Context: an optimization exercise on an open-source flow, tuned for small area. The choices shown serve that exercise and are no tape-out recipe.
In this exercise RTL edits were held to simulation tests only and were not proved equivalent to the original.
Power is estimated from default activity; no workload was simulated.

File: flow/config.mk
export PLATFORM = sky130hd
export DESIGN_NAME = sdr_rx
export DESIGN_NICKNAME = sdr_rx
export VERILOG_FILES = /design/flow/design.v
export SDC_FILE = /design/flow/constraint.sdc
export NUM_CORES = 8
export LEC_CHECK = 0
export ABC_AREA = 1
export CAP_MARGIN = 20
export CORE_MARGIN = 2
export CORE_UTILIZATION = 35
export SLEW_MARGIN = 20
export SYNTH_MEMORY_MAX_BITS = 32768
File: flow/constraint.sdc
create_clock -name core_clock -period 12.5 [get_ports {clk}]
set_input_delay 2.5000 -clock core_clock [delete_from_list [all_inputs] [get_ports {clk}]]
set_output_delay 2.5000 -clock core_clock [all_outputs]
set_load 0.01 [all_outputs]
File: flow/design.v
module sat(in, out);
	parameter isz = 17;				 
	parameter osz = 12;				 
	input signed [isz-1:0] in;		 
	output reg signed [osz-1:0] out;	 
	wire min =  in[isz-1] & ~&in[isz-2:osz-1];
	wire max = ~in[isz-1] &  |in[isz-2:osz-1];
	always @(min or max or in)
		case({max,min})
			2'b01:		out = {1'b1,{osz-1{1'b0}}};		 
			2'b10:		out = {1'b0,{osz-1{1'b1}}};		 
			default:	out = in[osz-1:0];				 
		endcase
endmodule
module rca #(
    parameter W = 8
)
(
    input [W-1:0] a, b,
    input ci,
    output [W-1:0] s,
    output co
);
    wire [W:0] c;
    assign c[0] = ci;
    genvar i;
    generate
        for(i=0;i<W;i=i+1)
        begin: g
            assign s[i] = a[i] ^ b[i] ^ c[i];
            assign c[i+1] = (a[i] & b[i]) | (c[i] & (a[i] ^ b[i]));
        end
    endgenerate
    assign co = c[W];
endmodule
module sat_flag(in, out, flag);
	parameter isz = 17;				 
	parameter osz = 12;				 
	input signed [isz-1:0] in;		 
	output reg signed [osz-1:0] out;	 
	output flag;                     
	wire min =  in[isz-1] & ~&in[isz-2:osz-1];
	wire max = ~in[isz-1] &  |in[isz-2:osz-1];
	always @(min or max or in)
		case({max,min})
			2'b01:		out = {1'b1,{osz-1{1'b0}}};		 
			2'b10:		out = {1'b0,{osz-1{1'b1}}};		 
			default:	out = in[osz-1:0];				 
		endcase
    assign flag = max | min;
endmodule
module tuner_slice_1k #(
    parameter dsz = 14,
              psz = 12
)
(
    input clk, reset, shf_90,
    input signed [dsz-1:0] in,
    input [psz-1:0] phs,
    output reg signed [dsz-1:0] out
);
    wire [1:0] p_quad = phs[psz-1:psz-2] + {1'b0,shf_90};
    reg [1:0] quad;
    reg [psz-3:0] addr;
    reg sincos_sign;
    always @(posedge clk)
    begin
        if(reset == 1'b1)
        begin
            quad <= 2'b0;
            addr <= 8'b0;
            sincos_sign <= 1'b0;
        end
        else
        begin
            quad <= p_quad;
            addr <= phs[psz-3:0] ^ {psz-2{p_quad[0]}};
            sincos_sign <= quad[1];
        end
    end
    reg signed [15:0] sine_lut[0:1023];
    reg signed [15:0] sincos_raw;
    initial
    begin
        $readmemh("sine_table_1k.hex", sine_lut);
    end
    always @(posedge clk)
    begin
        sincos_raw <= sine_lut[addr];
    end
    reg signed [15:0] sincos_p, sincos;
    reg sincos_sign_d1;
    always @(posedge clk)
    begin
        if(reset == 1'b1)
        begin
            sincos <= 16'h0000;
            sincos_p <= 16'h0000;
            sincos_sign_d1 <= 0;
        end
        else
        begin
            sincos_sign_d1 <= sincos_sign;
            sincos_p <= sincos_raw;
            sincos <= sincos_sign_d1 ? -sincos_p : sincos_p;
        end
    end
    reg signed [dsz+16-1:0] mult;
    reg signed [dsz+1:0] out_rnd;
    wire signed [dsz-1:0] out_sat;
    sat #(.isz(dsz+1),.osz(dsz))
        u_sat(.in(out_rnd[dsz+1:1]),.out(out_sat));
    always @(posedge clk)
    begin
        if(reset == 1'b1)
        begin
            mult <= 0;
            out_rnd <= 0;
            out <= 0;
        end
        else
        begin
            mult <= in * sincos;
            out_rnd <= mult[dsz+16-1:14] + 1;
            out <= out_sat;
        end
    end
endmodule
module tuner_2 #(
    parameter dsz = 14,
              fsz = 26,
              psz = 12
)
(
    input clk, reset,
    input signed [dsz-1:0] in,
    input [fsz-1:0] frq,
    input ns_ena,
    output signed [dsz-1:0] i_out, q_out
);
    reg [fsz-1:0] acc;
    always @(posedge clk)
    begin
        if(reset == 1'b1)
        begin
            acc <= {fsz{1'b0}};
        end
        else
        begin
            acc <= acc + frq;
        end
    end
    reg [fsz-1:0] ns_acc;
    reg [psz-1:0] phs;
    wire [fsz-1:0] res = ns_acc[fsz-psz-1:0];
    always @(posedge clk)
    begin
        if(reset == 1'b1)
        begin
            ns_acc <= {fsz{1'b0}};
			phs <= 0;
        end
        else
        begin
            ns_acc <= acc + {{psz{res[fsz-psz-1]}},res};
			phs <= ns_ena ? ns_acc[fsz-1:fsz-psz] : acc[fsz-1:fsz-psz];
        end
    end
    tuner_slice_1k #(
        .dsz(dsz),
        .psz(psz)
    )
    u_slice_i(
        .clk(clk),
        .reset(reset),
        .shf_90(1'b1),
        .in(in),
        .phs(phs),
        .out(i_out)
    );
    tuner_slice_1k #(
        .dsz(dsz),
        .psz(psz)
    )
    u_slice_q(
        .clk(clk),
        .reset(reset),
        .shf_90(1'b0),
        .in(in),
        .phs(phs),
        .out(q_out)
    );
endmodule
module cic_dec_4 #(
	parameter ISZ = 10,								 
	          ASZ = 42,	                             
	          LSZ = 23,                              
              HSZ = ASZ - LSZ,                       
              OSZ = 21	                             
)
(
	input clk,						 
	input reset,					 
	input ena_out,					 
	input [3:0] stp,                 
	input signed [ISZ-1:0] x,	     
	output reg signed [OSZ-1:0] y	 
);
	reg [LSZ:0] il0, il1, il2, il3;
	reg [HSZ-1:0] ih0, ih1, ih2, ih3;
    reg xs_d;
    wire [LSZ-1:0] sl0, sl1, sl2, sl3;
    wire cl0, cl1, cl2, cl3;
    wire [HSZ-1:0] sh0, sh1, sh2, sh3;
    rca #(.W(LSZ)) u_l0(.a(il0[LSZ-1:0]), .b({{LSZ-ISZ{x[ISZ-1]}},x}), .ci(1'b0), .s(sl0), .co(cl0));
    rca #(.W(LSZ)) u_l1(.a(il1[LSZ-1:0]), .b(il0[LSZ-1:0]), .ci(1'b0), .s(sl1), .co(cl1));
    rca #(.W(LSZ)) u_l2(.a(il2[LSZ-1:0]), .b(il1[LSZ-1:0]), .ci(1'b0), .s(sl2), .co(cl2));
    rca #(.W(LSZ)) u_l3(.a(il3[LSZ-1:0]), .b(il2[LSZ-1:0]), .ci(1'b0), .s(sl3), .co(cl3));
    rca #(.W(HSZ)) u_h0(.a(ih0), .b({HSZ{xs_d}}), .ci(il0[LSZ]), .s(sh0), .co());
    rca #(.W(HSZ)) u_h1(.a(ih1), .b(ih0), .ci(il1[LSZ]), .s(sh1), .co());
    rca #(.W(HSZ)) u_h2(.a(ih2), .b(ih1), .ci(il2[LSZ]), .s(sh2), .co());
    rca #(.W(HSZ)) u_h3(.a(ih3), .b(ih2), .ci(il3[LSZ]), .s(sh3), .co());
	always @(posedge clk)
	begin
        xs_d <= x[ISZ-1];
		if(reset == 1'b1)
		begin
			il0 <= 0; il1 <= 0; il2 <= 0; il3 <= 0;
			ih0 <= 0; ih1 <= 0; ih2 <= 0; ih3 <= 0;
		end
		else
		begin
            il0 <= {cl0, sl0}; il1 <= {cl1, sl1}; il2 <= {cl2, sl2}; il3 <= {cl3, sl3};
            ih0 <= sh0; ih1 <= sh1; ih2 <= sh2; ih3 <= sh3;
		end
	end
    reg [ASZ-OSZ-HSZ-1:0] low_pipe;
    always @(posedge clk)
        low_pipe <= il3[LSZ-1:ASZ-OSZ];
    wire [OSZ-1:0] integrator_top = {ih3, low_pipe};
	reg [OSZ-1:0] acc;
	reg [OSZ-1:0] dly0, dly1, dly2, dly3;
    wire [OSZ-1:0] dif;
    rca #(.W(OSZ)) u_c(.a(acc), .b(~dly0), .ci(1'b1), .s(dif), .co());
    wire shift = |stp;
	always @(posedge clk)
	begin
        if(ena_out == 1'b1)
            acc <= integrator_top;
        else if(shift)
            acc <= dif;
		if(reset == 1'b1)
		begin
            dly0 <= 0; dly1 <= 0; dly2 <= 0; dly3 <= 0;
            y <= 0;
		end
		else
        begin
            if(shift)
            begin
                dly0 <= dly1; dly1 <= dly2; dly2 <= dly3; dly3 <= acc;
            end
            if(stp[3])
                y <= dif;
        end
	end
endmodule
module fir8dec_par #(
	parameter isz = 16,					 
	          osz = 16,					 
              csz = 16,                  
              agrw = 3                   
)
(
	input clk,								 
	input reset,							 
	input ena,								 
	input signed [isz-1:0] iin, qin,    	 
	output reg valid,                   	 
	output signed [osz-1:0] iout,qout	     
);
    localparam asz = csz+isz+agrw;
    localparam signed [asz-1:0] rnd_const = 1<<(csz+1);
    reg signed [isz-1:0] xi, xq;     
    reg [2:0] jcnt;                  
    reg [4:0] d;                     
    reg lc;                          
    reg [4:0] pc;
    reg fst;                         
    always @(posedge clk)
    begin
        if(ena == 1'b1)
        begin
            xi <= iin;
            xq <= qin;
        end
        if(reset == 1'b1)
        begin
            jcnt <= 3'd0;
            d <= 5'd0;
            lc <= 1'b0;
            pc <= 5'd0;
            fst <= 1'b1;
        end
        else
        begin
            if(ena == 1'b1)
                jcnt <= jcnt + 3'd1;
            d <= d + 5'd1 - {4'd0, (ena == 1'b1) && (jcnt == 3'd7)};
            if(ena == 1'b1)
            begin
                lc <= 1'b1;
                pc <= 5'd0;
            end
            else if(lc == 1'b1)
            begin
                pc <= pc + 5'd1;
                if(pc == 5'd31)
                begin
                    lc <= 1'b0;
                    fst <= 1'b0;
                end
            end
        end
    end
    reg signed [csz-1:0] coeff_rom[0:255];
    initial
    begin
        $readmemh("fir8dec_coeff.hex", coeff_rom);
    end
    wire [7:0] c_addr = {d + 5'd2, 3'b000} - {5'd0, jcnt};
    reg signed [csz-1:0] c_data;
    reg init, emit;
    always @(posedge clk)
    begin
        if(reset == 1'b1)
        begin
            c_data <= {csz{1'b0}};
            init <= 1'b0;
            emit <= 1'b0;
        end
        else
        begin
            c_data <= lc ? coeff_rom[c_addr] : {csz{1'b0}};
            init <= lc & (fst | (c_addr == 8'd0));
            emit <= lc & (c_addr == 8'd4);
        end
    end
    reg signed [asz-1:0] iring[0:31];
    reg signed [asz-1:0] qring[0:31];
    wire signed [asz-1:0] ibase = init ? rnd_const : iring[0];
    wire signed [asz-1:0] qbase = init ? rnd_const : qring[0];
    integer n;
    always @(posedge clk)
    begin
        for(n=0;n<31;n=n+1)
        begin
            iring[n] <= iring[n+1];
            qring[n] <= qring[n+1];
        end
        iring[31] <= ibase + xi * c_data;
        qring[31] <= qbase + xq * c_data;
    end
    always @(posedge clk)
    begin
        if(reset == 1'b1)
            valid <= 1'b0;
        else
            valid <= emit;
    end
    sat #(.isz(agrw+osz-2), .osz(osz))
        u_isat(.in(iring[31][asz-1:csz+2]), .out(iout));
    sat #(.isz(agrw+osz-2), .osz(osz))
        u_qsat(.in(qring[31][asz-1:csz+2]), .out(qout));
endmodule
`default_nettype none
module ddc_14 #(
    parameter isz = 14,  
              fsz = 26,  
              osz = 16,  
              gsz = 8    
)
(
    input clk, reset,
    input signed [isz-1:0] in,
	input [1:0] dr,
	input [fsz-1:0] frq,
    input [3:0] cic_shf,
    input ns_ena,
    output reg [6:0] sathld,
    output valid,
    output signed [osz-1:0] i_out, q_out,
    output diag
);
	reg [gsz-1:0] drate;
	always @(posedge clk)
		case(dr)
			2'b00: drate = 8'd255;		 
			2'b01: drate = 8'd127;		 
			2'b10: drate = 8'd63;		 
			2'b11: drate = 8'd32;		 
			default: drate = 8'd255;
		endcase
    reg [gsz-1:0] dcnt;
    reg ena_cic;
    reg [3:0] comb_stp;
    wire [gsz-1:0] dcnt_m1;
    rca #(.W(gsz)) u_dcnt(.a(dcnt), .b({gsz{1'b1}}), .ci(1'b0), .s(dcnt_m1), .co());
    always @(posedge clk)
    begin
        if(reset == 1'b1)
        begin
            dcnt <= 0;
            ena_cic <= 1'b0;
            comb_stp <= 4'd0;
        end
        else
        begin
			if(dcnt == 0)
			begin
				dcnt <= drate;
				ena_cic <= 1'b1;
			end
			else
			begin
				dcnt <= dcnt_m1;
				ena_cic <= 1'b0;
			end
            comb_stp <= {comb_stp[2:0], ena_cic};
       end
    end
    wire signed [isz-1:0] tuner_i, tuner_q;
    tuner_2 #(
        .dsz(isz),
        .fsz(fsz)
    )
    u_tuner(
        .clk(clk),
        .reset(reset),
        .in(in),
        .frq(frq),
        .ns_ena(ns_ena),
        .i_out(tuner_i),
        .q_out(tuner_q)
    );
    parameter cicsz = 21;
    wire signed [cicsz-1:0] cic_i, cic_q;
    cic_dec_4 #(.ISZ(isz), .ASZ(isz+4*gsz), .OSZ(cicsz))
    u_cic_i(
        .clk(clk),
        .reset(reset),
        .ena_out(ena_cic),
        .stp(comb_stp),
        .x(tuner_i),
        .y(cic_i)
    );
    assign diag = cic_i[cicsz-1];
    cic_dec_4 #(.ISZ(isz), .ASZ(isz+4*gsz), .OSZ(cicsz))
    u_cic_q(
        .clk(clk),
        .reset(reset),
        .ena_out(ena_cic),
        .stp(comb_stp),
        .x(tuner_q),
        .y(cic_q)
    );
    wire signed [cicsz+6:0] cic_i_shf = cic_i<<<cic_shf;
    wire signed [cicsz+6:0] cic_q_shf = cic_q<<<cic_shf;
    wire signed [osz-1:0] cic_i_sat, cic_q_sat;
    wire isatflg, qsatflg;
    reg satflg_d;
    reg satval;
    reg [6:0] satcnt, satsum;
    wire [6:0] satcnt_p1, satsum_p;
    rca #(.W(7)) u_satcnt(.a(satcnt), .b(7'd0), .ci(1'b1), .s(satcnt_p1), .co());
    rca #(.W(7)) u_satsum(.a(satsum), .b(7'd0), .ci(satval), .s(satsum_p), .co());
    sat_flag #(.isz(osz+7), .osz(osz))
        u_sat_i(.in(cic_i_shf[cicsz+6:cicsz-osz]), .out(cic_i_sat), .flag(isatflg));
    sat_flag #(.isz(osz+7), .osz(osz))
        u_sat_q(.in(cic_q_shf[cicsz+6:cicsz-osz]), .out(cic_q_sat), .flag(qsatflg));
    always @(posedge clk)
    begin
        satflg_d <= isatflg|qsatflg;
        if(reset == 1'b1)
        begin
            satcnt <= 0;
			satval <= 0;
            satsum <= 0;
            sathld <= 0;
        end
        else
        begin
 			satcnt <= satcnt_p1;
			satval <= satflg_d;
            satsum <= satsum_p;
            if(satcnt == 7'h7f)
            begin
                sathld <= satsum;
                satsum <= 0;
            end
        end
    end
	fir8dec_par #(
        .isz(osz),           
	    .osz(osz)            
    )
	u_fir(
		.clk(clk),								 
		.reset(reset),							 
		.ena(comb_stp[3]),						 
		.iin(cic_i_sat), .qin(cic_q_sat),    	 
		.valid(valid),                   		 
		.iout(i_out), .qout(q_out)				 
	);
endmodule
`default_nettype none
module r2p #(
    parameter dsz = 16,  
    parameter psz = 16   
)
(
    input clk, reset,
    input signed [dsz-1:0] x, y,
    input ena,
    output reg valid,
    output reg [dsz-1:0] mag,
    output reg signed [psz-1:0] angle
);
    parameter iterations = 16;
    parameter gsz = 4;       
    parameter k = 39796;     
    reg signed [dsz-1:0] xi, yi;
    reg signed [psz-1:0] ai;
    reg ena_d1;
    always @(posedge clk)
    begin
        if(reset)
        begin
            ena_d1 <= 1'b0;
        end
        else
        begin
            if(ena)
            begin
                xi <= x[dsz-1] ? -x : x;
                yi <= x[dsz-1] ? -y : y;
                ai <= x[dsz-1] ? {1'b1,{dsz-1{1'b0}}} : 0;
            end
            ena_d1 <= ena;
        end
    end
    reg State, run_d1;
    reg [3:0] itr, itr_d1;
    wire run = State;
    always @(posedge clk)
    begin
        if(reset)
        begin
            State <= 0;
            itr <= 0;
            itr_d1 <= 0;
            run_d1 <= 0;
        end
        else
        begin
            case(State)
                1'b0:    
                begin
                    if(ena_d1)
                    begin
                        State <= 1'b1;
                        itr <= 4'd0;
                    end
                end
                1'b1:    
                begin
                    if(&itr)
                        State <= 1'b0;
                    else
                        itr <= itr + 4'd1;
                end
            endcase
            itr_d1 <= itr;
            run_d1 <= run;
        end
    end
    reg signed [psz-1:0] phi;
    reg signed [psz-1:0] LUT[0:iterations-1];
    initial
       $readmemh("r2p_phi_lut.hex", LUT);
    always @(posedge clk)
    begin
        if(reset)
            phi <= 0;
        else
            phi <= LUT[itr];
    end
    reg signed [dsz+gsz+1:0] xacc;
    reg signed [dsz+gsz:0] yacc;
    reg signed [psz-1:0] aacc;
    wire signed [dsz+gsz+1:0] sx = xacc>>>itr_d1;
    wire signed [dsz+gsz:0] sy = yacc>>>itr_d1;
    always @(posedge clk)
    begin
        if(reset)
        begin
            xacc <= 0;
            yacc <= 0;
            aacc <= 0;
        end
        else
        begin
            if(run & ~run_d1)
            begin
                xacc <= xi<<gsz;
                yacc <= yi<<gsz;
                aacc <= ai;
            end
            else if(run_d1)
            begin
                if(yacc[dsz+gsz])
                begin
                    xacc <= xacc - sy;
                    yacc <= yacc + sx;
                    aacc <= aacc - phi;
                end
                else
                begin
                    xacc <= xacc + sy;
                    yacc <= yacc - sx;
                    aacc <= aacc + phi;
                end                
            end
        end
    end
    reg [1:0] done;
    reg [2*dsz:0] mscale;
    wire [dsz:0] uxacc = xacc>>>gsz;
    always @(posedge clk)
    begin
        if(reset)
        begin
            done <= 0;
            mscale <= 0;
            mag <= 0;
            angle <= 0;
            valid <= 0;
        end
        else
        begin
            done <= {done[0],(~run&run_d1)};
            valid <= done[1];
            if(done[0])
                mscale <= uxacc*k;
            if(done[1])
            begin
                angle <= aacc;
                mag <= mscale>>dsz;
            end
        end
    end
endmodule
`default_nettype none
module dcb #(
    parameter dsz = 16,          
    parameter dc_coeff = 10      
)
(
    input clk, reset,
    input signed [dsz-1:0] in,
    input ena,
    output valid,
    output reg signed [dsz-1:0] out
);
    reg signed [dsz+dc_coeff:0] dcb_acc;
    reg signed [dsz:0] dcb_out;
    reg [1:0] valid_pipe;
    always @(posedge clk)
    begin
        if(reset)
        begin
            dcb_acc <= 0;
            dcb_out <= 0;
            valid_pipe <= 0;
        end
        else
        begin
            if(ena)
            begin
                dcb_acc <= dcb_acc + dcb_out;
                dcb_out <= in - (dcb_acc>>>dc_coeff);
            end
            valid_pipe <= {valid_pipe[0],ena};
        end
    end
    wire signed [dsz-1:0] sat_out;
    sat #(
        .isz(dsz+1),
        .osz(dsz)
    )
    u_sat(
        .in(dcb_out),
        .out(sat_out)
    );
    always @(posedge clk)
    begin
        if(reset)
            out <= 0;
        else
            out <= sat_out;
    end
    assign valid = valid_pipe[1];
endmodule
`default_nettype none
module demods #(
    parameter dsz = 16  
)
(
    input clk, reset,
    input signed [dsz-1:0] i, q,
    input ena,
	input [2:0] dtype,
    output reg valid,
    output reg signed [dsz-1:0] l_out, r_out
);
    wire signed [dsz-1:0] mag, angle;
    wire r2p_v;
    r2p #(
        .dsz(dsz),
        .psz(dsz)
    )
    u_r2p(
        .clk(clk),
        .reset(reset),
        .x(i), .y(q),
        .ena(ena),
        .mag(mag), .angle(angle),
        .valid(r2p_v)
    );
    wire signed [dsz-1:0] am;
    wire am_v;
    dcb #(
        .dsz(dsz),
        .dc_coeff(10)
    )
    u_am_dcb(
        .clk(clk),
        .reset(reset),
        .in(mag),
        .ena(r2p_v),
        .out(am),
        .valid(am_v)
    );
    reg signed [dsz-1:0] angle_d1, rfrq;
    reg r2p_v_d1;
    always @(posedge clk)
        if(reset)
        begin
            angle_d1 <= 0;
            rfrq <= 0;
            r2p_v_d1 <= 0;
        end
        else
        begin
            if(r2p_v)
            begin
                angle_d1 <= angle;
                rfrq <= angle - angle_d1;
            end
            r2p_v_d1 <= r2p_v;
        end
    wire signed [dsz-1:0] rfm;
    wire rfm_v;
    dcb #(
        .dsz(dsz),
        .dc_coeff(10)
    )
    u_fm_dcb(
        .clk(clk),
        .reset(reset),
        .in(rfrq),
        .ena(r2p_v_d1),
        .out(rfm),
        .valid(rfm_v)
    );
    reg signed [dsz+2:0] nbfm_de_acc;
    reg nbfm_v;
    always @(posedge clk)
    begin
        if(reset)
        begin
            nbfm_de_acc <= 0;
            nbfm_v <= 0;
        end
        else
        begin
            if(rfm_v)
                nbfm_de_acc <= nbfm_de_acc - (nbfm_de_acc>>7) + rfm;
            nbfm_v <= rfm_v;            
        end
    end
    wire signed [dsz-1:0] nbfm = nbfm_de_acc>>3;
    always @(posedge clk)
    begin
        if(reset)
        begin
            l_out <= 0;
            r_out <= 0;
            valid <= 0;
        end
        else
        begin
            case(dtype)
                3'd0:    
                begin
                    l_out <= am;
                    r_out <= am;
                    valid <= am_v;
                end
                3'd2:    
                begin
                    l_out <= nbfm;
                    r_out <= nbfm;
                    valid <= nbfm_v;
                end
                3'd6:    
                begin
                    l_out <= i;
                    r_out <= q;
                    valid <= ena;
                end
                default:
                begin
                    l_out <= i;
                    r_out <= q;
                    valid <= ena;
                end
            endcase
        end
    end
endmodule
`default_nettype none
module sdr_rx (
    input wire clk,
    input wire reset,
    input wire signed [9:0] adc_in,
    input wire [1:0] dr,
    input wire [25:0] frq,
    input wire [3:0] cic_shf,
    input wire ns_ena,
    input wire [2:0] demod_type,
    output wire [6:0] sathld,
    output wire diag,
    output wire valid,
    output wire signed [15:0] l_out,
    output wire signed [15:0] r_out
);
    wire ddc_valid;
    wire signed [15:0] ddc_i, ddc_q;
    ddc_14 #(
        .isz(10),
        .fsz(26),
        .osz(16)
    )
    u_ddc(
        .clk(clk),
        .reset(reset),
        .in(adc_in),
        .dr(dr),
        .frq(frq),
        .cic_shf(cic_shf),
        .ns_ena(ns_ena),
        .sathld(sathld),
        .valid(ddc_valid),
        .i_out(ddc_i),
        .q_out(ddc_q),
        .diag(diag)
    );
    demods u_demod(
        .clk(clk),
        .reset(reset),
        .i(ddc_i),
        .q(ddc_q),
        .ena(ddc_valid),
        .dtype(demod_type),
        .valid(valid),
        .l_out(l_out),
        .r_out(r_out)
    );
endmodule
`default_nettype wire
File: flow/fir8dec_coeff.hex
// memory init data
// Auto-generated by write_memh.py
ffff
0000
0000
0000
0001
0002
0003
0003
0003
0003
0001
ffff
fffd
fffa
fff7
fff6
fff6
fff8
fffd
0003
0009
0010
0016
0018
0017
0011
0007
fffa
ffeb
ffdc
ffd2
ffcd
ffd0
ffdd
fff2
000d
002a
0046
005a
0062
005a
0042
001a
ffe8
ffb2
ff82
ff5f
ff53
ff62
ff8e
ffd3
002a
0085
00d6
010f
0121
0106
00bb
0048
ffbb
ff28
fea6
fe4e
fe33
fe61
fed9
ff8f
006d
0152
021a
029f
02c5
027c
01c2
00aa
ff59
fdff
fcd3
fc0d
fbd6
fc47
fd60
ff03
00fb
02ff
04bc
05e2
0631
0588
03e6
0176
fe87
fb85
f8eb
f72f
f6b2
f7ab
fa1c
fdca
0244
06e7
0afb
0dc6
0eab
0d45
097d
0399
fc37
f44a
ecfe
e794
e540
e6fc
ed67
f8a3
084d
1b7c
30d2
469d
5b05
6c3b
78ae
7f36
7f36
78ae
6c3b
5b05
469d
30d2
1b7c
084d
f8a3
ed67
e6fc
e540
e794
ecfe
f44a
fc37
0399
097d
0d45
0eab
0dc6
0afb
06e7
0244
fdca
fa1c
f7ab
f6b2
f72f
f8eb
fb85
fe87
0176
03e6
0588
0631
05e2
04bc
02ff
00fb
ff03
fd60
fc47
fbd6
fc0d
fcd3
fdff
ff59
00aa
01c2
027c
02c5
029f
021a
0152
006d
ff8f
fed9
fe61
fe33
fe4e
fea6
ff28
ffbb
0048
00bb
0106
0121
010f
00d6
0085
002a
ffd3
ff8e
ff62
ff53
ff5f
ff82
ffb2
ffe8
001a
0042
005a
0062
005a
0046
002a
000d
fff2
ffdd
ffd0
ffcd
ffd2
ffdc
ffeb
fffa
0007
0011
0017
0018
0016
0010
0009
0003
fffd
fff8
fff6
fff6
fff7
fffa
fffd
ffff
0001
0003
0003
0003
0003
0002
0001
0000
0000
0000
ffff
0000
0000
0000
0000
0000
0000
0000
0000
0000
0000
File: flow/r2p_phi_lut.hex
// memory init data
// Auto-generated by write_memh.py
2000
12e4
09fb
0511
028b
0146
00a3
0051
0029
0014
000a
0005
0003
0001
0001
0000
File: flow/sine_table_1k.hex
// memory init data
// Auto-generated by write_memh.py
0019
004b
007e
00b0
00e2
0114
0147
0179
01ab
01dd
0210
0242
0274
02a7
02d9
030b
033d
0370
03a2
03d4
0406
0438
046b
049d
04cf
0501
0534
0566
0598
05ca
05fc
062f
0661
0693
06c5
06f7
072a
075c
078e
07c0
07f2
0825
0857
0889
08bb
08ed
091f
0951
0984
09b6
09e8
0a1a
0a4c
0a7e
0ab0
0ae2
0b14
0b46
0b78
0bab
0bdd
0c0f
0c41
0c73
0ca5
0cd7
0d09
0d3b
0d6d
0d9f
0dd1
0e03
0e35
0e67
0e99
0eca
0efc
0f2e
0f60
0f92
0fc4
0ff6
1028
105a
108b
10bd
10ef
1121
1153
1185
11b6
11e8
121a
124c
127d
12af
12e1
1312
1344
1376
13a8
13d9
140b
143c
146e
14a0
14d1
1503
1534
1566
1598
15c9
15fb
162c
165e
168f
16c1
16f2
1724
1755
1786
17b8
17e9
181b
184c
187d
18af
18e0
1911
1942
1974
19a5
19d6
1a07
1a39
1a6a
1a9b
1acc
1afd
1b2e
1b60
1b91
1bc2
1bf3
1c24
1c55
1c86
1cb7
1ce8
1d19
1d4a
1d7b
1dac
1ddc
1e0d
1e3e
1e6f
1ea0
1ed1
1f01
1f32
1f63
1f94
1fc4
1ff5
2026
2056
2087
20b7
20e8
2119
2149
217a
21aa
21db
220b
223c
226c
229c
22cd
22fd
232e
235e
238e
23be
23ef
241f
244f
247f
24af
24e0
2510
2540
2570
25a0
25d0
2600
2630
2660
2690
26c0
26f0
2720
274f
277f
27af
27df
280f
283e
286e
289e
28cd
28fd
292d
295c
298c
29bb
29eb
2a1a
2a4a
2a79
2aa8
2ad8
2b07
2b37
2b66
2b95
2bc4
2bf4
2c23
2c52
2c81
2cb0
2cdf
2d0e
2d3d
2d6c
2d9b
2dca
2df9
2e28
2e57
2e86
2eb5
2ee3
2f12
2f41
2f70
2f9e
2fcd
2ffc
302a
3059
3087
30b6
30e4
3113
3141
316f
319e
31cc
31fa
3229
3257
3285
32b3
32e1
330f
333e
336c
339a
33c8
33f6
3423
3451
347f
34ad
34db
3509
3536
3564
3592
35bf
35ed
361a
3648
3676
36a3
36d0
36fe
372b
3759
3786
37b3
37e0
380e
383b
3868
3895
38c2
38ef
391c
3949
3976
39a3
39d0
39fd
3a29
3a56
3a83
3ab0
3adc
3b09
3b35
3b62
3b8e
3bbb
3be7
3c14
3c40
3c6c
3c99
3cc5
3cf1
3d1d
3d4a
3d76
3da2
3dce
3dfa
3e26
3e52
3e7d
3ea9
3ed5
3f01
3f2d
3f58
3f84
3fb0
3fdb
4007
4032
405e
4089
40b5
40e0
410b
4136
4162
418d
41b8
41e3
420e
4239
4264
428f
42ba
42e5
4310
433b
4365
4390
43bb
43e5
4410
443b
4465
448f
44ba
44e4
450f
4539
4563
458d
45b8
45e2
460c
4636
4660
468a
46b4
46de
4707
4731
475b
4785
47ae
47d8
4802
482b
4855
487e
48a7
48d1
48fa
4923
494d
4976
499f
49c8
49f1
4a1a
4a43
4a6c
4a95
4abe
4ae6
4b0f
4b38
4b61
4b89
4bb2
4bda
4c03
4c2b
4c53
4c7c
4ca4
4ccc
4cf4
4d1d
4d45
4d6d
4d95
4dbd
4de5
4e0d
4e34
4e5c
4e84
4eab
4ed3
4efb
4f22
4f4a
4f71
4f99
4fc0
4fe7
500e
5036
505d
5084
50ab
50d2
50f9
5120
5147
516d
5194
51bb
51e2
5208
522f
5255
527c
52a2
52c8
52ef
5315
533b
5361
5387
53ae
53d4
53fa
541f
5445
546b
5491
54b7
54dc
5502
5527
554d
5572
5598
55bd
55e2
5608
562d
5652
5677
569c
56c1
56e6
570b
5730
5754
5779
579e
57c2
57e7
580c
5830
5854
5879
589d
58c1
58e5
590a
592e
5952
5976
599a
59bd
59e1
5a05
5a29
5a4c
5a70
5a94
5ab7
5ada
5afe
5b21
5b44
5b68
5b8b
5bae
5bd1
5bf4
5c17
5c3a
5c5d
5c7f
5ca2
5cc5
5ce7
5d0a
5d2c
5d4f
5d71
5d94
5db6
5dd8
5dfa
5e1c
5e3e
5e60
5e82
5ea4
5ec6
5ee8
5f09
5f2b
5f4d
5f6e
5f90
5fb1
5fd2
5ff4
6015
6036
6057
6078
6099
60ba
60db
60fc
611d
613d
615e
617f
619f
61c0
61e0
6200
6221
6241
6261
6281
62a1
62c1
62e1
6301
6321
6341
6360
6380
63a0
63bf
63df
63fe
641d
643d
645c
647b
649a
64b9
64d8
64f7
6516
6535
6554
6572
6591
65af
65ce
65ec
660b
6629
6647
6666
6684
66a2
66c0
66de
66fc
6719
6737
6755
6772
6790
67ae
67cb
67e8
6806
6823
6840
685d
687a
6897
68b4
68d1
68ee
690b
6927
6944
6961
697d
699a
69b6
69d2
69ee
6a0b
6a27
6a43
6a5f
6a7b
6a97
6ab2
6ace
6aea
6b05
6b21
6b3c
6b58
6b73
6b8e
6baa
6bc5
6be0
6bfb
6c16
6c31
6c4c
6c66
6c81
6c9c
6cb6
6cd1
6ceb
6d06
6d20
6d3a
6d54
6d6e
6d88
6da2
6dbc
6dd6
6df0
6e0a
6e23
6e3d
6e56
6e70
6e89
6ea2
6ebc
6ed5
6eee
6f07
6f20
6f39
6f52
6f6b
6f83
6f9c
6fb4
6fcd
6fe5
6ffe
7016
702e
7046
705f
7077
708f
70a6
70be
70d6
70ee
7105
711d
7134
714c
7163
717a
7192
71a9
71c0
71d7
71ee
7205
721c
7232
7249
7260
7276
728d
72a3
72b9
72d0
72e6
72fc
7312
7328
733e
7354
7369
737f
7395
73aa
73c0
73d5
73eb
7400
7415
742a
743f
7454
7469
747e
7493
74a8
74bc
74d1
74e5
74fa
750e
7522
7537
754b
755f
7573
7587
759b
75ae
75c2
75d6
75e9
75fd
7610
7624
7637
764a
765e
7671
7684
7697
76a9
76bc
76cf
76e2
76f4
7707
7719
772c
773e
7750
7762
7774
7786
7798
77aa
77bc
77ce
77df
77f1
7803
7814
7825
7837
7848
7859
786a
787b
788c
789d
78ae
78be
78cf
78e0
78f0
7901
7911
7921
7931
7941
7952
7962
7971
7981
7991
79a1
79b0
79c0
79cf
79df
79ee
79fd
7a0d
7a1c
7a2b
7a3a
7a49
7a57
7a66
7a75
7a83
7a92
7aa0
7aaf
7abd
7acb
7ad9
7ae7
7af5
7b03
7b11
7b1f
7b2d
7b3a
7b48
7b55
7b63
7b70
7b7d
7b8b
7b98
7ba5
7bb2
7bbf
7bcb
7bd8
7be5
7bf1
7bfe
7c0a
7c17
7c23
7c2f
7c3b
7c47
7c53
7c5f
7c6b
7c77
7c83
7c8e
7c9a
7ca5
7cb1
7cbc
7cc7
7cd2
7cdd
7ce8
7cf3
7cfe
7d09
7d14
7d1e
7d29
7d33
7d3e
7d48
7d52
7d5c
7d67
7d71
7d7b
7d84
7d8e
7d98
7da2
7dab
7db5
7dbe
7dc8
7dd1
7dda
7de3
7dec
7df5
7dfe
7e07
7e10
7e18
7e21
7e29
7e32
7e3a
7e42
7e4b
7e53
7e5b
7e63
7e6b
7e73
7e7a
7e82
7e8a
7e91
7e99
7ea0
7ea7
7eaf
7eb6
7ebd
7ec4
7ecb
7ed2
7ed8
7edf
7ee6
7eec
7ef3
7ef9
7eff
7f05
7f0c
7f12
7f18
7f1e
7f23
7f29
7f2f
7f35
7f3a
7f40
7f45
7f4a
7f50
7f55
7f5a
7f5f
7f64
7f69
7f6d
7f72
7f77
7f7b
7f80
7f84
7f88
7f8d
7f91
7f95
7f99
7f9d
7fa1
7fa4
7fa8
7fac
7faf
7fb3
7fb6
7fb9
7fbd
7fc0
7fc3
7fc6
7fc9
7fcc
7fce
7fd1
7fd4
7fd6
7fd9
7fdb
7fdd
7fe0
7fe2
7fe4
7fe6
7fe8
7fea
7feb
7fed
7fef
7ff0
7ff2
7ff3
7ff5
7ff6
7ff7
7ff8
7ff9
7ffa
7ffb
7ffc
7ffc
7ffd
7ffd
7ffe
7ffe
7fff
7fff
7fff
7fff
File: flow/run.sh
#!/bin/bash
# synth_recipe.tcl (not shown) runs the flow's synth.tcl, then flattens the netlist and writes it again
# the make line also repeats each setting of config.mk as NAME=value (left out here)
make -C /OpenROAD-flow-scripts/flow DESIGN_CONFIG=/design/flow/config.mk WORK_HOME=/design/flow/orfs CLKGATE_MAP_FILE= SYNTH_SCRIPT=/design/flow/synth_recipe.tcl finish
==> summary.txt <==
[power groups by stage]
stage,Sequential [mW],Combinational (mW),Clock [mW]
after floorplan,15.4,5.83,0
after global placement,15.8,8.61,0
after detailed placement,15.9,8.65,0
after CTS,15.7,8.71,11.6
after global routing,15.9,9.89,12.0
final,15.6,8.90,11.2
[worst max-delay path: cells and delay by family, from the launching register on]
| kind | cells | cell delay, ps |
|---|---|---|
| adder cells (fa/ha/maj) | 23 | 9920 |
| buffers and inverters | 3 | 240 |
| flip-flops | 1 | 320 |
| AND/OR/NAND/NOR | 1 | 100 |
[area by class of cell]
type	count	share of cell area, %
Clock inverter	176	1.274
Antenna cell	9	0.01179
Timing Repair Buffer	275	1.204
Multi-Input combinational cell	12090	44.10
Sequential cell	3571	38.01
Inverter	2937	5.782
Clock buffer	486	5.393
Tap cell	6450	4.226
[registers in the layout, indices dropped and copies added (netlist names), 26 cells and up]
register and cells:
u_demod.u_fm_dcb.dcb_acc 27, u_demod.u_am_dcb.dcb_acc 27, u_ddc.u_fir.iring 1120, u_ddc.u_tuner.acc 26
u_ddc.u_tuner.ns_acc 26, u_ddc.u_fir.qring 1120
[layout by cell type (no fill, tap or decap), types with 33 or more instances in the layout]
cell type	count
a21oi_1	1163
a31oi_1	136
buf_4	183
bufinv_16	34
clkbuf_1	49
clkbuf_16	364
clkbuf_8	73
clkdlybuf4s50_1	80
clkinv_2	55
dfxtp_1	3446
edfxtp_1	107
fa_1	1371
ha_1	775
inv_1	2887
nand2_1	3421
nand3_1	864
nand4_1	84
nor2_1	1669
nor3_1	119
o211ai_1	158
o21a_1	50
o21ai_0	1268
o21ai_1	49
o21bai_1	33
o221ai_1	54
o22ai_1	72
o311ai_0	39
o31ai_1	55
or2_2	100
xnor2_1	110
xor2_1	189
[kinds of logic (layout without fill, tap and decap cells)]
group           after synthesis  count (layout)  synth area share, %
xor+xnor                    302             302                1.567
simple gates               6370            6370                15.16
mux                          11              11              0.06442
fa+ha+maj                  2146            2146                21.73
buf+inv                    3712            3874                8.336
other cells                   0               9                    0
flops                      3571            3571                42.45
compound gates             3258            3258                10.69
[metrics by stage]
| step | hold WS, ps | worst slack, ps | util, % | instance area [sq um] |
|---|---|---|---|---|
| finish | 242.2 | 1900 | 39.27 | 191000 |
| global route | 229.2 | 1402 | 39.27 | 190900 |
| CTS | 219.7 | 1761 | 39.26 | 190900 |
| detailed placement | 312.1 | 1772 | 36.65 | 178200 |
| global placement | 309.5 | 1727 | 36.65 | 178200 |
| floorplan | 309.6 | 2150 | - | 170900 |
[per-layer routing]
metal | track usage (%) | wire, um | vias up
met3 | 4.403 | 42350 | 1327
met4 | 8.489 | 23950 | 20
met1 | 27.45 | 222300 | 61800
met5 | 0 | 118 | -
met2 | 29.98 | 209900 | 4785
li1 | - | - | 61140
[final timing paths]
check / startpoint / endpoint / slack, ps / depth (start not counted)
worst max-delay path: u_ddc.u_cic_q.il2[0] / u_ddc.u_cic_q.il3[22] / 1900 / 27
worst min-delay path: u_ddc.u_fir.qring[26][22] / u_ddc.u_fir.qring[25][22] / 240 / 0
worst max register to register: u_ddc.u_cic_q.il2[0] / u_ddc.u_cic_q.il3[22] / 1900 / 27
worst min register to register: u_ddc.u_fir.qring[26][22] / u_ddc.u_fir.qring[25][22] / 240 / 0
==> results.py <==
metrics = {
    "hold_path": {
        "min_path_type": "flip-flop to flip-flop",
    },
    "setup_path": {
        "path_class": "flip-flop to flip-flop",
        "cp-start-kind": "flip-flop",
        "cp.required_ps": 13370,
        "cpMaxStageDelayCell": "fa_1",
        "cpPeakStageDelay_ps": 470,
        "crit_path_frequent_cell": "fa_1",
        "arrival_ps": 11470,
        "worst-path-max-fanout": 2,
        "end_kind": "flip-flop",
    },
    "synthesis": {
        "ys_ff_latch": 3571,
        "syn_nets": 21560,
        "synthArstFlopShare_pct": 0,
        "ys_types": 74,
        "synthTopCellsByCount": "dfxtp_1, nand2_1, inv_1",
        "synth_area_sq_mm": 0.1709,
        "synth.area.top_cells": "dfxtp_1, fa_1, nand2_1, inv_1, ha_1",
        "avgSynthCellArea_sq_um": 8.824,
        "synth_top_flop_cell": "dfxtp_1",
        "synth.largest_area_cell": "dfxtp_1",
        "synth-edff-count": 107,
        "syn_inst": 19370,
        "ys.warnings.count": 15,
        "synth_seq_area_share_pct": 42.45,
        "yosysMostFrequentCell": "dfxtp_1",
        "synth_top_area_share_pct": 40.57,
    },
    "sta": {
        "rsz0062_at_grt": "false",
        "finalSetupTns_ps": 0,
        "setup_viol": 0,
        "tightest_slew_ps": 1266,
        "fin_worst_skew_ps": 114.9,
        "hold_violations": 0,
        "slew_violations": 0,
        "layout_min_cycle_time_ps": 10600,
        "slew_headroom_pct": 15.53,
        "finalCritPeriodShare_pct": 84.80,
        "fmax_ghz": 0.09434,
    },
    "power": {
        "total_power_mw": 35.69,
        "power_density_mw_per_mm2": 186.9,
        "p_sw_share_pct": 33.46,
        "seq_power_share_pct": 43.6,
        "p_comb_share_pct": 24.9,
        "leakagePower_nw": 87.68,
        "internal-power_mw": 23.75,
        "p_sw_mw": 11.94,
        "p_clk_share_pct": 31.4,
        "max-vdd-ir-drop_mv": 0.1639,
    },
    "floorplanning": {
        "die_x_um": 702.8,
        "dieArea_sq_mm": 0.4940,
        "core_region_area_sq_mm": 0.4862,
        "dieHeight_um": 702.8,
        "ios": 89,
        "initial_core_util_pct": 35.15,
        "rows": 256,
    },
    "global_route": {
        "grt_start_max_net_pins": 174,
        "grt.total_usage_pct": 19.91,
        "grt_pass1_vias": 128200,
        "antenna_found_initial": 19,
        "grt_overflow": 0,
        "grt_pass1_wl_um": 767400,
    },
    "clocking": {
        "htree_levels": 5,
        "clk_pin_slew_worst_paths_ps": 70,
        "cts_tree": "built",
        "cts_buffers": 359,
        "clk_latency_ps": 1000,
        "clock-sinks": 3571,
        "clock-root-buffer": "clkbuf_16",
        "cts_setup_buffers": 0,
        "ctsHoldBuffers": 0,
        "cts_resized": 0,
        "clockBufferDepth": 4,
    },
    "placed_design": {
        "place_congestion": 1.026,
        "post-dp-hpwl_um": 360000,
        "dp.cells": 25320,
        "portBuffers": 88,
    },
    "run_status": {
        "status": "no timing/DRC/antenna violations",
    },
    "route": {
        "drt_iter0_drc": 11300,
        "routed_wirelength_um": 498700,
        "vias": 129100,
        "drc_errors": 0,
        "dr.pass1.iters": 8,
        "via_per_inst": 4.966,
        "postRouteAntennaNets": 0,
        "wl_per_cell_um": 19.19,
    },
    "finish": {
        "multiInputGateArea_sq_mm": 0.08421,
        "final_cells": 25990,
        "regArea_sq_mm": 0.07259,
        "fillers": 48720,
        "drive_gt1_share_pct": 5.232,
        "nNetsFinal": 21430,
        "syn2layout_area_growth_pct": 11.72,
    },
    "run": {
        "maxCapViolations": 0,
    },
}

[afterwards: timing with drivers on the ports]
How much do the figures lean on ideal ports? The routed layout below was timed once more, with nothing changed but the port constraints.
Step 1 sets driving cells, clkbuf_16 on the clock port and buf_2 on the other inputs (assumed; they add their load-dependent delay and slew).
Step 2, shift: input delay + t, output delay - t, t = (earliest + latest rising clock arrival at the registers) / 2. This alone moves slack from input paths to output paths.
a / b / c = ideal ports / drivers / drivers and shift; a / b = the first two.
t (ns): 1.058
setup slack, ns: 1.900 / 1.900 / 1.900
hold slack, ns: 0.242 / 0.242 / 0.242
worst slew at a driven data input, ns: 0.25
After both steps this run still meets setup and hold. For this run, drivers alone change the setup slack by 0.000 ns; drivers and shift together by 0.000 ns.
